This design comes from an exercise in tuning for small area, a short achievable clock period and few clock cycles on the open sky130 flow, not from production work.
Only simulation tests tie the RTL to the original design; equivalence was not proved.
No driver is modelled on the clock port, so clock power and skew are understated where the tree is cut down; a real chip needs a root buffer or a tree.
Power is estimated from default activity; no workload was simulated.

==> flow/design.v (excerpt) <==
module rv_top (
    input               clk_i,
    input               rst_ni,
    output logic [31:0] addr_o,
    input        [31:0] instr_i,
    input        [31:0] data_i,
    output logic        data_we_o,
    output logic [31:0] data_o,
    output logic [31:0] data_addr_o
);
export LEC_CHECK = 0
export CAP_MARGIN = 20
export CORE_MARGIN = 2
export CORE_UTILIZATION = 40
export SETUP_SLACK_MARGIN = 0.5
export SLEW_MARGIN = 20
export SYNTH_HIERARCHICAL = 1
export SYNTH_MINIMUM_KEEP_SIZE = 0
create_clock -name core_clock -period 12.0 [get_ports {clk_i}]
standard.sh (not shown) runs the stock make flow with config.mk's settings and CLKGATE_MAP_FILE= SYNTH_SCRIPT=/design/flow/synth_recipe.tcl, a recipe that flattens the netlist after the stock synthesis.
==> flow/flow/run.sh <==
#!/bin/bash
# Layout flow: the standard flow (standard.sh: ORFS synthesis through
# final layout, unchanged constraints), with these settings changed:
#  - repair_timing is asked for a larger setup margin, so it keeps improving
#    paths beyond the 12 ns clock (the SDC and the clock are unchanged);
#  - clock tree synthesis clusters up to 25 flip-flops per leaf buffer and
#    inserts no dummy loads, which makes a smaller tree, from buf_12 cells;
#  - flow/cts_hook.tcl removes the tree's root buffer, so the clock port
#    drives the four first-level buffers directly;
#  - the input and output ports are buffered with buf_4 cells (the standard flow's flow
#    picks a delay cell for them).
# Each tool's output goes to the ORFS logs under orfs/logs/; the make output
# goes to standard.log in this folder.
set -e
bash standard.sh \
  SETUP_SLACK_MARGIN=8.7 \
  "CTS_ARGS=-sink_clustering_enable -repair_clock_nets -dont_use_dummy_load -buf_list sky130_fd_sc_hd__buf_12 -sink_clustering_size 25 -sink_clustering_max_diameter 100" \
  PRE_CTS_TCL=$PWD/flow/cts_hook.tcl \
  "BUFFER_PORTS_ARGS=-buffer_cell sky130_fd_sc_hd__buf_4" \
  finish > standard.log 2>&1
==> flow/flow/cts_hook.tcl <==
rename clock_tree_synthesis orig_clock_tree_synthesis
proc clock_tree_synthesis { args } {
  orig_clock_tree_synthesis {*}$args
  set block [ord::get_db_block]
  set port [$block findBTerm clk_i]
  if { $port == "NULL" } { puts "cts_hook: no clk_i port"; return }
  set pnet [$port getNet]
  set pins [$pnet getITerms]
  if { [llength $pins] != 1 } {
    puts "cts_hook: clk_i drives [llength $pins] pins, tree left as built"
    return
  }
  set root [[lindex $pins 0] getInst]
  set onet ""
  foreach it [$root getITerms] {
    if { [$it isOutputSignal] } { set onet [$it getNet] }
  }
  if { $onet == "" || $onet == "NULL" } { puts "cts_hook: root has no output net"; return }
  set loads {}
  foreach it [$onet getITerms] {
    if { [$it getInst] != $root } { lappend loads $it }
  }
  if { [llength $loads] > 4 || [llength $loads] == 0 || [llength [$onet getBTerms]] > 0 } {
    puts "cts_hook: root [$root getName] drives [llength $loads] pins, tree left as built"
    return
  }
  foreach it $loads {
    puts "cts_hook: [[$it getInst] getName] now driven by clk_i"
    $it disconnect
    $it connect $pnet
  }
  puts "cts_hook: removed root buffer [$root getName] ([[$root getMaster] getName])"
  odb::dbInst_destroy $root
  odb::dbNet_destroy $onet
}
Testbench counts at the start, summed over its fixed seeds: cycles 61,847.
Then changed:
CORE_UTILIZATION = 30   (was 40)
What happened: Area after synthesis does not change; power went up by 1.2%; worst hold slack loses 14 ps; via count went up by 1.6%; design area went up by 1.7%; worst setup slack is about the same; sequential share of layout area went down by 1.0 points; count of clock-buffer cells in the layout went up by 1.

rv_top, a different RTL version from the one above (not shown whole).
Size in the first run: ~3,700 cells after synthesis, roughly 160 I/O pins, about 54,000 µm² of cells after synthesis.
clock: 12.0 ns
lec_check: 0
cap_margin: 20
core_margin: 2
core_utilization: 40
setup_slack_margin: 0.5
slew_margin: 20
synth_hierarchical: 1
synth_minimum_keep_size: 0
==> flow/flow/run.sh <==
#!/bin/bash
# Layout flow: the standard flow (standard.sh: ORFS synthesis through
# final layout, unchanged constraints), with these settings changed:
#  - repair_timing is asked for a larger setup margin, so it keeps improving
#    paths beyond the 12 ns clock (the SDC and the clock are unchanged);
#  - clock tree synthesis clusters up to 25 flip-flops per leaf buffer and
#    inserts no dummy loads, which makes a smaller tree;
#  - flow/cts_hook.tcl removes the tree's root buffer, so the clock port
#    drives the four first-level buffers directly.
# Each tool's output goes to the ORFS logs under orfs/logs/; the make output
# goes to standard.log in this folder.
set -e
bash standard.sh \
  SETUP_SLACK_MARGIN=8.7 \
  "CTS_ARGS=-sink_clustering_enable -repair_clock_nets -dont_use_dummy_load -buf_list sky130_fd_sc_hd__clkbuf_16 -sink_clustering_size 25 -sink_clustering_max_diameter 100" \
  PRE_CTS_TCL=$PWD/flow/cts_hook.tcl \
  finish > standard.log 2>&1
Scripts as last shown in full above: flow/flow/cts_hook.tcl
Testbench counts at the start, summed over its fixed seeds: cycles 62,844.
Change:
--- a/flow/flow/run.sh
+++ b/flow/flow/run.sh
@@ -7,5 +7,7 @@
 #    inserts no dummy loads, which makes a smaller tree;
 #  - flow/cts_hook.tcl removes the tree's root buffer, so the clock port
-#    drives the four first-level buffers directly.
+#    drives the four first-level buffers directly;
+#  - the input and output ports are buffered with buf_4 cells (the standard flow's flow
+#    picks a delay cell for them).
 # Each tool's output goes to the ORFS logs under orfs/logs/; the make output
 # goes to standard.log in this folder.
@@ -15,3 +17,4 @@
   "CTS_ARGS=-sink_clustering_enable -repair_clock_nets -dont_use_dummy_load -buf_list sky130_fd_sc_hd__clkbuf_16 -sink_clustering_size 25 -sink_clustering_max_diameter 100" \
   PRE_CTS_TCL=$PWD/flow/cts_hook.tcl \
+  "BUFFER_PORTS_ARGS=-buffer_cell sky130_fd_sc_hd__buf_4" \
   finish > standard.log 2>&1
Critical path depth came out lower by 3.
Maximum frequency stays flat.
Cell area stays flat.
Synthesized area stays the same.
Change:
--- a/flow/flow/run.sh
+++ b/flow/flow/run.sh
@@ -14,5 +14,5 @@
 set -e
 bash standard.sh \
-  SETUP_SLACK_MARGIN=8.7 \
+  SETUP_SLACK_MARGIN=8.6 \
   "CTS_ARGS=-sink_clustering_enable -repair_clock_nets -dont_use_dummy_load -buf_list sky130_fd_sc_hd__clkbuf_16 -sink_clustering_size 25 -sink_clustering_max_diameter 100" \
   PRE_CTS_TCL=$PWD/flow/cts_hook.tcl \
Settings changed: CORE_UTILIZATION 40 to 30.
Wire length increases by 2.2%. Combinational power decreases by about 4%. Sequential power barely changes. Design area increases by 0.30%. Die area increases by 33%. Global-route usage decreases by 7.9 points. Cell count increases by 10%. Non-clock buffer count increases by 3. Worst setup slack is worse by 78 ps. Flip-flop and latch count does not change.
Change:
--- a/flow/flow/run.sh
+++ b/flow/flow/run.sh
@@ -7,14 +7,11 @@
 #    inserts no dummy loads, which makes a smaller tree;
 #  - flow/cts_hook.tcl removes the tree's root buffer, so the clock port
-#    drives the four first-level buffers directly;
-#  - the input and output ports are buffered with buf_4 cells (the standard flow's flow
-#    picks a delay cell for them).
+#    drives the four first-level buffers directly.
 # Each tool's output goes to the ORFS logs under orfs/logs/; the make output
 # goes to standard.log in this folder.
 set -e
 bash standard.sh \
-  SETUP_SLACK_MARGIN=8.6 \
+  SETUP_SLACK_MARGIN=8.7 \
   "CTS_ARGS=-sink_clustering_enable -repair_clock_nets -dont_use_dummy_load -buf_list sky130_fd_sc_hd__clkbuf_16 -sink_clustering_size 25 -sink_clustering_max_diameter 100" \
   PRE_CTS_TCL=$PWD/flow/cts_hook.tcl \
-  "BUFFER_PORTS_ARGS=-buffer_cell sky130_fd_sc_hd__buf_4" \
   finish > standard.log 2>&1
- final cell count hardly moves
- design area went up by about 1.3%
- count of clock-buffer cells in the layout is unchanged
- sequential share of layout area went down by 0.67 points
- area after synthesis is unchanged

Another version of the RTL of rv_top (not shown whole).
For scale: ~1300 flip-flops, roughly 54000 µm² of cells after synthesis.
==> flow/config.mk <==
export PLATFORM = sky130hd
export DESIGN_NAME = rv_top
export DESIGN_NICKNAME = rv_top
export VERILOG_FILES = /design/flow/design.v
export SDC_FILE = /design/flow/constraint.sdc
export NUM_CORES = 8
export LEC_CHECK = 0
export CAP_MARGIN = 20
export CORE_MARGIN = 2
export CORE_UTILIZATION = 40
export SETUP_SLACK_MARGIN = 0.5
export SLEW_MARGIN = 20
export SYNTH_HIERARCHICAL = 1
export SYNTH_MINIMUM_KEEP_SIZE = 0
==> flow/constraint.sdc <==
create_clock -name core_clock -period 12.0 [get_ports {clk_i}]
set_input_delay 2.4000 -clock core_clock [delete_from_list [all_inputs] [get_ports {clk_i}]]
set_output_delay 2.4000 -clock core_clock [all_outputs]
set_load 0.01 [all_outputs]
==> flow/flow/run.sh <==
#!/bin/bash
# Layout flow: the standard flow (standard.sh: ORFS synthesis through
# final layout, unchanged constraints), with these settings changed:
#  - repair_timing is asked for a larger setup margin, so it keeps improving
#    paths beyond the 12 ns clock (the SDC and the clock are unchanged);
#  - clock tree synthesis clusters up to 25 flip-flops per leaf buffer and
#    inserts no dummy loads, which makes a smaller tree;
#  - flow/cts_hook.tcl removes the tree's root buffer, so the clock port
#    drives the four first-level buffers directly.
# Each tool's output goes to the ORFS logs under orfs/logs/; the make output
# goes to standard.log in this folder.
set -e
bash standard.sh \
  SETUP_SLACK_MARGIN=8.7 \
  "CTS_ARGS=-sink_clustering_enable -repair_clock_nets -dont_use_dummy_load -buf_list sky130_fd_sc_hd__clkbuf_16 -sink_clustering_size 25 -sink_clustering_max_diameter 100" \
  PRE_CTS_TCL=$PWD/flow/cts_hook.tcl \
  finish > standard.log 2>&1
Scripts as last shown in full above: flow/flow/cts_hook.tcl
Testbench counts at the start, summed over its fixed seeds: cycles 64,215.
Change:
--- a/flow/config.mk
+++ b/flow/config.mk
@@ -11,4 +11,2 @@
 export SETUP_SLACK_MARGIN = 0.5
 export SLEW_MARGIN = 20
-export SYNTH_HIERARCHICAL = 1
-export SYNTH_MINIMUM_KEEP_SIZE = 0
The changed run completed with no timing, DRC or antenna violations.
Total power decreases by 3.1%.
Hold slack is worse by 8.8 ps.
Die area increases by 3.6%.
Worst setup slack is better by 150 ps.
Register-to-register slack is better by 150 ps.
Clock power stays flat.
Routed wire length increases by 25%.
Final area increases by 0.89%.
Non-clock buffer count decreases by 53.

re-timing with driven ports:
The flow's constraints put no driver on any port. The routed layouts listed below were extracted and timed again, unchanged, in two steps. Step 1 (the two cells are an assumption about what drives the block):
set clk [get_ports {clk_i}]
set_driving_cell -lib_cell sky130_fd_sc_hd__clkbuf_16 $clk
set_driving_cell -lib_cell sky130_fd_sc_hd__buf_2 [delete_from_list [all_inputs] $clk]
Step 2 moves the port delays by t, midway between the first and last clock arrival at a register: inputs arrive t later, outputs are due t later. That takes back most of the time a late clock gives input paths. Three values: no drivers, after step 1, after step 2; two values: the first two.
run | t, ns | slack for setup (ns) | worst setup path after step 2 | latest minus earliest clock arrival (ns) | worst register clock-pin slew, ns
the first run of note 1 | 0.599 | 8.631 / 8.487 / 8.248 | input to register | 0.091 / 0.092 | 0.11 / 0.11
the second run of note 1 | 0.595 | 8.632 / 8.489 / 8.195 | input to register | 0.072 / 0.072 | 0.11 / 0.11
the first run of note 2 | 0.657 | 8.591 / 8.479 / 8.056 | input to register | 0.099 / 0.099 | 0.11 / 0.11
the second run of note 2 | 0.656 | 8.597 / 8.431 / 8.163 | input to register | 0.070 / 0.070 | 0.11 / 0.11
the third run of note 2 | 0.670 | 8.519 / 8.350 / 7.961 | input to register | 0.153 / 0.154 | 0.11 / 0.11
the fourth run of note 2 | 0.668 | 8.609 / 8.440 / 8.135 | input to register | 0.094 / 0.094 | 0.11 / 0.11
the first run of note 3 | 0.648 | 8.417 / 8.417 / 8.106 | input to register | 0.092 / 0.091 | 0.11 / 0.11
the second run of note 3 | 0.662 | 8.569 / 8.424 / 8.115 | input to register | 0.075 / 0.075 | 0.11 / 0.11
After both steps every run listed still meets setup and hold. The setup slack of the third run of note 2, which loses most, moves by -0.169 ns with the drivers and by -0.558 ns with both steps.
